This design comes from an exercise in tuning for small area and a short achievable clock period on the open sky130 flow, not from production work. Function was not checked in any run shown here: the RTL went through the layout flow alone.

==> flow/design.v (outline; a module is shown in full before it is edited, if it fits) <==
// module csa_fa: 10 lines
// module csa_ha: 9 lines
// module FFT64: 4076 lines
module FFT64 #(
    parameter width = 16
) (
    input                           clk,
    input                           rst_n,
    input                           di_en,
    input       signed  [width-1:0] di_re,
    input       signed  [width-1:0] di_img,
    output reg                      do_en,
    output reg  signed  [width-1:0] do_re,
    output reg  signed  [width-1:0] do_img
);
  // ...
==> flow/flow/run.sh <==
#!/bin/bash
# Layout flow: the standard ORFS flow (standard.sh, unchanged synthesis)
# with these changes to how the layout is made:
#  - timing repair aims at 7.3 ns of setup slack (the clock stays 11 ns),
#  - the port buffers are plain buf_2 cells,
#  - clock-tree sinks are clustered in groups of up to 24 within 100 um.
# The whole output of the flow goes to standard.log in this folder.
bash standard.sh SETUP_SLACK_MARGIN=7.3 \
  "BUFFER_PORTS_ARGS=-buffer_cell sky130_fd_sc_hd__buf_2" \
  CTS_CLUSTER_SIZE=24 CTS_CLUSTER_DIAMETER=100 \
  finish > standard.log 2>&1
==> flow/standard.sh <==
#!/bin/bash
# synth_recipe.tcl (not shown) runs the flow's synth.tcl, then flattens the netlist and writes it again
# the make line also repeats each setting of config.mk as NAME=value (left out here)
make -C /OpenROAD-flow-scripts/flow DESIGN_CONFIG=/design/flow/config.mk WORK_HOME=/design/flow/orfs CLKGATE_MAP_FILE= SYNTH_SCRIPT=/design/flow/synth_recipe.tcl "${@:-finish}"
==> flow/config.mk <==
export PLATFORM = sky130hd
export DESIGN_NAME = FFT64
export DESIGN_NICKNAME = FFT64
export VERILOG_FILES = /design/flow/design.v
export SDC_FILE = /design/flow/constraint.sdc
export NUM_CORES = 8
export LEC_CHECK = 0
export CAP_MARGIN = 20
export CORE_MARGIN = 2
export CORE_UTILIZATION = 55
export SLEW_MARGIN = 20
export SYNTH_HIERARCHICAL = 1
export SYNTH_MINIMUM_KEEP_SIZE = 0
==> flow/constraint.sdc <==
create_clock -name core_clock -period 11.0 [get_ports {clk}]
set_input_delay 2.2000 -clock core_clock [delete_from_list [all_inputs] [get_ports {clk}]]
set_output_delay 2.2000 -clock core_clock [all_outputs]
set_load 0.01 [all_outputs]
==> reports/qor.yml, run 1 <==
met2WireLength_mm: 131
synthAdderAreaFrac_pct: 12.7
port_buffers: 67
areaGrowthSynthToFinish_pct: 7.39
clock_area_share_pct: 4.04
drt_wl_total_mm: 279
layout_common_cells: "dfxtp_1 (4,035), nand2_1 (720), xnor2_1 (597), ha_1 (571), nor2_1 (499)"
rrSetupSlack_ns: 7.32
startpoint: "rx_two[0]$_DFF_P_"
status: "finished clean"
grt_pass1_wl_mm: 428
whs_ns: 0.288
yosys.area_share.simple_pct: 5.52
cts_hold_buffers: 0
reg.largest.list: "l1_im: 512 flops, l1_re: 512 flops"
ioPinCount: 68
wire_per_inst_um: 20.7
die_width_um: 493
multi_input_area_um2: 46300
drtIter0Drc: 4271
cts_buffers: 200
wl_met3_mm: 10.8
setup_viol: 0
dp.cells: 13200
path_delay_family: "adder cells"
==> run 2: changes to the inputs <==
--- a/flow/design.v
+++ b/flow/design.v
@@ -41,17 +41,17 @@
 reg  [15:0] l4_re [0:3];
 reg  [15:0] l4_im [0:3];
 reg  [15:0] o4_re, o4_im;
 reg  [15:0] l5_re [0:1];
 reg  [15:0] l5_im [0:1];
 reg  [15:0] o5_re, o5_im;
 reg  [15:0] l6_re [0:0];
 reg  [15:0] l6_im [0:0];
-reg  [15:0] o6_re, o6_im;
+wire [15:0] o6_re, o6_im;
 reg  [15:0] ba_re [0:30];
 reg  [15:0] ba_im [0:30];
 reg  [15:0] bb_re [0:13];
 reg  [15:0] bb_im [0:13];
 reg  [15:0] bc_re [0:3];
 reg  [15:0] bc_im [0:3];
 reg        started, f1;
 reg [5:0]  cnt;
@@ -62,17 +62,17 @@
         f1      <= 1'b0;
     end else begin
         started <= started | di_en;
         if (started) cnt <= cnt + 6'd1;
         if (started && cnt == 6'd63) f1 <= 1'b1;
     end
 end
 always @(posedge clk) begin
-    do_en <= rst_n & (do_en | (f1 && cnt == 6'd54));
+    do_en <= rst_n & (do_en | (f1 && cnt == 6'd53));
 end
 reg [15:0] in_re, in_img;
 always @(posedge clk) begin
     in_re  <= di_re;
     in_img <= di_img;
 end
 reg [5:0] c1, c2;
 always @(posedge clk or negedge rst_n) begin
@@ -4045,23 +4045,23 @@
 wire p3066 = ~bp2966[9] & p3054;
 wire g3067 = (bp2966[11] & l6_im[0][11]) | (~bp2966[11] & g3049);
 wire p3068 = ~bp2966[11] & p3050;
 wire g3069 = (bp2966[13] & l6_im[0][13]) | (~bp2966[13] & g3055);
 wire p3070 = ~bp2966[13] & p3056;
 wire [15:0] dif6_im = ~bp2966 ^ {g3047, g3069, g3055, g3067, g3049, g3065, g3053, g3063, g3043, g3061, g3051, g3059, g3035, g3057, g3019, 1'b1};
 always @(posedge clk) begin
     l6_re[0] <= p2_6 ? dif6_re : o5_re;
-    o6_re <= p2_6 ? sum6_re : l6_re[0];
     l6_im[0] <= p2_6 ? dif6_im : o5_im;
-    o6_im <= p2_6 ? sum6_im : l6_im[0];
 end
-wire [5:0] ua = cnx - 6'd5;
-wire [5:0] ub = cnx - 6'd36;
-wire [5:0] uc = cnx - 6'd50;
+assign o6_re = p2_6 ? sum6_re : l6_re[0];
+assign o6_im = p2_6 ? sum6_im : l6_im[0];
+wire [5:0] ua = cnx - 6'd4;
+wire [5:0] ub = cnx - 6'd35;
+wire [5:0] uc = cnx - 6'd49;
 reg sa, sb, sc;
 always @(posedge clk) begin
     sa <= ua[5] & ~ua[0];
     sb <= ub[4] & ~ub[1];
     sc <= uc[3] & ~uc[2];
 end
 wire [15:0] ra_re = sa ? o6_re : ba_re[30];
 wire [15:0] ra_im = sa ? o6_im : ba_im[30];
==> run 2 against run 1 <==
Net effect: synthesized cell count decreased by 1.2%; count of clock-buffer cells in the layout decreased by 2; via count decreased by 1.4%; critical endpoint is now o2_re[11]$_DFF_P_; global-route usage decreased by 0.41 points; still clean on timing, DRC and antenna; clock skew increased by 0.012 ns; design area decreased by 0.53%; highest routed layer unchanged.
==> reports/qor.yml, run 2 <==
grt_pass1_vias: 70700  # was 71.7k
drtIter0Drc: 4135  # was 4,271
cts_buffers: 193  # was 200
synth_area_leaders: "dfxtp_1 (62%), fa_1 (7.2%), ha_1 (5.4%), xnor2_1 (4.0%), mux2_2 (2.9%)"  # was dfxtp_1 (62%), fa_1 (7.1%), ha_1 (5.4%), xnor2_1 (4.0%), mux2_2 (2.3%)
status: "finished clean"  # unchanged
syn_area_per_cell_um2: 12.7  # was 12.6 µm²
slowest_stage: "o21ai_0"  # was dfxtp_2
cts_tree: "done"  # unchanged
yosysTopAreaCellShare_pct: 62.3  # was 62.4%
reg.largest.list: "l1_im: 512 flops, l1_re: 512 flops"  # unchanged
crit_path_cell_trace: "fa_2 > ha_4 > ha_2 > o211ai_1 > a21boi_2 > o31a_1 > o41ai_4 > o21bai_1 > ha_1 > mux2i_1 > o21ai_0"  # was buf_6 > a22oi_1 > xnor2_1 > fa_1 > fa_1 > fa_1 > fa_1 > fa_1
synthArstFlopShare_pct: 0.489  # was 0.485%
crit_fanout: 3  # was 19
cts.sinks: 4091  # was 4,123
synth-seq-cells: 4091  # was 4,123
fin_crit_ns: 3.71  # was 3.68 ns
final_common_cell: "dfxtp_1"  # unchanged
rsz0062_at_grt: "true"  # was false
drc: 0  # unchanged
fmax_ghz: 0.270  # was 0.272 GHz
clock-root-buffer: "clkbuf_16"  # unchanged
die_h_um: 492  # was 493 µm
hold_viol_final: 0  # unchanged
critPathCaptureType: "register"  # unchanged
netlist_instances: 10300  # was 10.4k
reg2reg_from: "mx_re_a1$_DFF_P_"  # was rx_two[0]$_DFF_P_
startpoint: "mx_re_a1$_DFF_P_"  # was rx_two[0]$_DFF_P_
place_area_um2: 134000  # was 135,000 µm²
whs_ns: 0.299  # was 0.288 ns
critPathKind: "register to register"  # unchanged
grt_max_degree: 92  # was 97
postRouteAntennaNets: 0  # unchanged
clock_skew_ns: 0.0731  # was 0.0612 ns
areaGrowthSynthToFinish_pct: 7.44  # was 7.39%
dieArea_um2: 242000  # was 243,000 µm²
fill_cells: 18900  # was 19.0k
r2r_cells: 11  # was 8
place_congestion: 0.880  # was 0.876
synth_edf_count: 0  # unchanged
synthTopCellsByCount: "dfxtp_1 (4,071), xnor2_1 (600), nand2_1 (573), ha_1 (568), nor2_1 (552)"  # was dfxtp_1 (4,103), nand2_1 (720), xnor2_1 (598), ha_1 (571), nor2_1 (503)
synth_ff_type: "dfxtp_1"  # unchanged
post_drt_via_cell_ratio: 5.23  # was 5.25
instances_no_fill: 13400  # was 13.5k
hpwlAfterDp_mm: 185  # was 190 mm
setup_viol: 0  # unchanged
yosys_warnings: 61  # unchanged
layout_common_cells: "dfxtp_1 (3,986), xnor2_1 (597), nand2_1 (572), ha_1 (551), nor2_1 (547)"  # was dfxtp_1 (4,035), nand2_1 (720), xnor2_1 (597), ha_1 (571), nor2_1 (499)
start_util_pct: 55.1  # was 55.3%
synth_area_leader_cell: "dfxtp_1"  # unchanged
hold_start: "l5_im[0][1]$_DFF_P_"  # was ba_im[15][0]$_DFF_P_
synthDistinctLibCells: 91  # was 75
timing.rr.end: "o2_re[11]$_DFF_P_"  # was mx_im_b3$_DFF_P_
start_kind: "register"  # unchanged
max_stage_delay_ns: 0.70  # was 0.54 ns
grt.overflow.total: 0  # unchanged
max_slew_margin_pct: 23.7  # was 27.9%
drt_wl_total_mm: 272  # was 279 mm
slew_violations: 0  # unchanged
clock_latency_ns: 0.90  # was 0.88 ns
cp.required_ns: 11.68  # was 11.71 ns
dp.cells: 13100  # was 13.2k
fin_area_um2: 141000  # about the same
maxCapViolCount: 0  # unchanged
drive_gt1_share_pct: 9.85  # was 8.33%
clockBufferDepth: 3  # unchanged
syn_area_um2: 131000  # was 132,000 µm²
rrSetupSlack_ns: 7.29  # was 7.32 ns
wire_per_inst_um: 20.4  # was 20.7 µm
rows: 179  # unchanged
vias: 69800  # was 70.8k
grt_pass1_wl_mm: 419  # was 428 mm
cts_htree_levels: 4  # unchanged
first_pass_iters: 6  # was 24
worst_pin_slew_ns: 1.13  # was 1.08 ns
yosysSeqAreaShare_pct: 62.7  # was 62.8%
crit_end: "o2_re[11]$_DFF_P_"  # was mx_im_b3$_DFF_P_
synth.most_common_cell: "dfxtp_1"  # unchanged
grt_use_total_pct: 22.3  # was 22.7%
period_share_pct: 33.7  # was 33.4%
clk_pin_slew_ns: 0.09  # about the same
arrival_ns: 4.38  # about the same
core_um2: 237000  # was 238,000 µm²
min_path_type: "register to register"  # unchanged
port_buffers: 67  # unchanged
cts_hold_buffers: 0  # unchanged
ioPinCount: 68  # unchanged
antenna_found_initial: 12  # was 11
die_width_um: 492  # was 493 µm
tns_ns: 0  # unchanged
final_nets: 11200  # was 11.4k
-- run 2: cell families after synthesis --
group | share of synthesized area (%)
AOI/OAI and AO/OA | 7.60
other | 0.00287
xor gates and xnor gates | 5.27
adders and majority gates | 12.6
and+or+nand+nor | 5.44
buffers and inverters | 2.08
muxes | 4.29
DFF | 62.7
-- run 2: critical path, delay by kind of cell (launching register included) --
kind            cells  cell delay (ns)
mux                 1             0.09
flops               1             0.34
compound gates      6             1.91
fa+ha+maj           4             1.18
-- run 2: modules after synthesis, one instance, submodules excluded --
module | copies in the design | flops+latches
csa_fa | 468 | 0
csa_ha | 412 | 0
FFT64 | 1 | 4091
-- run 2: routing by layer --
metal	track usage (%)	wire length (µm)
met1	29.7	123000
met3	2.75	10300
met2	37.9	130000
met4	7.27	8990
met5	0	13
-- run 2: worst min path at each step --
stage / end / slack [ns] / depth (start not counted)
2_1_floorplan: ba_im[10][0]$_DFF_P_ / 0.31 / 0
3_3_place_gp: bc_re[2][2]$_DFF_P_ / 0.31 / 0
3_5_place_dp: ba_im[12][2]$_DFF_P_ / 0.31 / 0
4_1_cts: l3_im[6][1]$_DFF_P_ / 0.29 / 0
5_1_grt: l3_im[6][1]$_DFF_P_ / 0.30 / 0
6_report: l5_im[1][1]$_DFF_P_ / 0.30 / 0
-- run 2: final cells by class --
type	count	area (µm²)	area share, %
Sequential cell	4091	82200	58.5
Multi-Input combinational cell	5468	46500	33.1
Clock buffer	204	4920	3.50
Tap cell	3167	3960	2.82
Timing Repair Buffer	205	1680	1.19
Inverter	185	704	0.501
Clock inverter	27	539	0.384
Antenna cell	9	22.5	0.0160
-- run 2: what timing repair did --
| action | in CTS | in global routing |
|---|---|---|
| cloned | 0 | 6 |
| gates resized for setup | 102 | 94 |
| setup endpoints to repair | 160 | 68 |
| setup buffers | 34 | 12 |
| pin swaps | 26 | 40 |
-- run 2: per-stage QoR --
stage	util (%)	setup slack (ns)
2_1_floorplan	-	7.30
3_3_place_gp	56.4	6.25
3_5_place_dp	56.4	6.33
4_1_cts	59.0	7.20
5_1_grt	59.2	7.23
6_report	59.3	7.29

## port drivers added, routing unchanged
The flow's constraints put no driver on any port. The routed layouts listed below were extracted and timed again, unchanged, in two steps.
Step 1 assumes that a clkbuf_16 drives the clock port and a buf_2 every other input.
Step 2 moves the port delays by t, midway between the first and last clock arrival at a register: inputs arrive t later, outputs are due t later. That takes back most of the time a late clock gives input paths.
Slacks: no drivers / after step 1 / after step 2; pairs: no drivers / after step 1.
run | t (ns) | slack for setup (ns) | worst setup path at the end | latest minus earliest clock arrival (ns)
run 1 | 0.940 | 7.323 / 7.323 / 7.323 | register to register | 0.065 / 0.066
run 2 | 0.954 | 7.295 / 7.295 / 7.295 | register to register | 0.074 / 0.074
After both steps setup and hold are still met in every run listed.
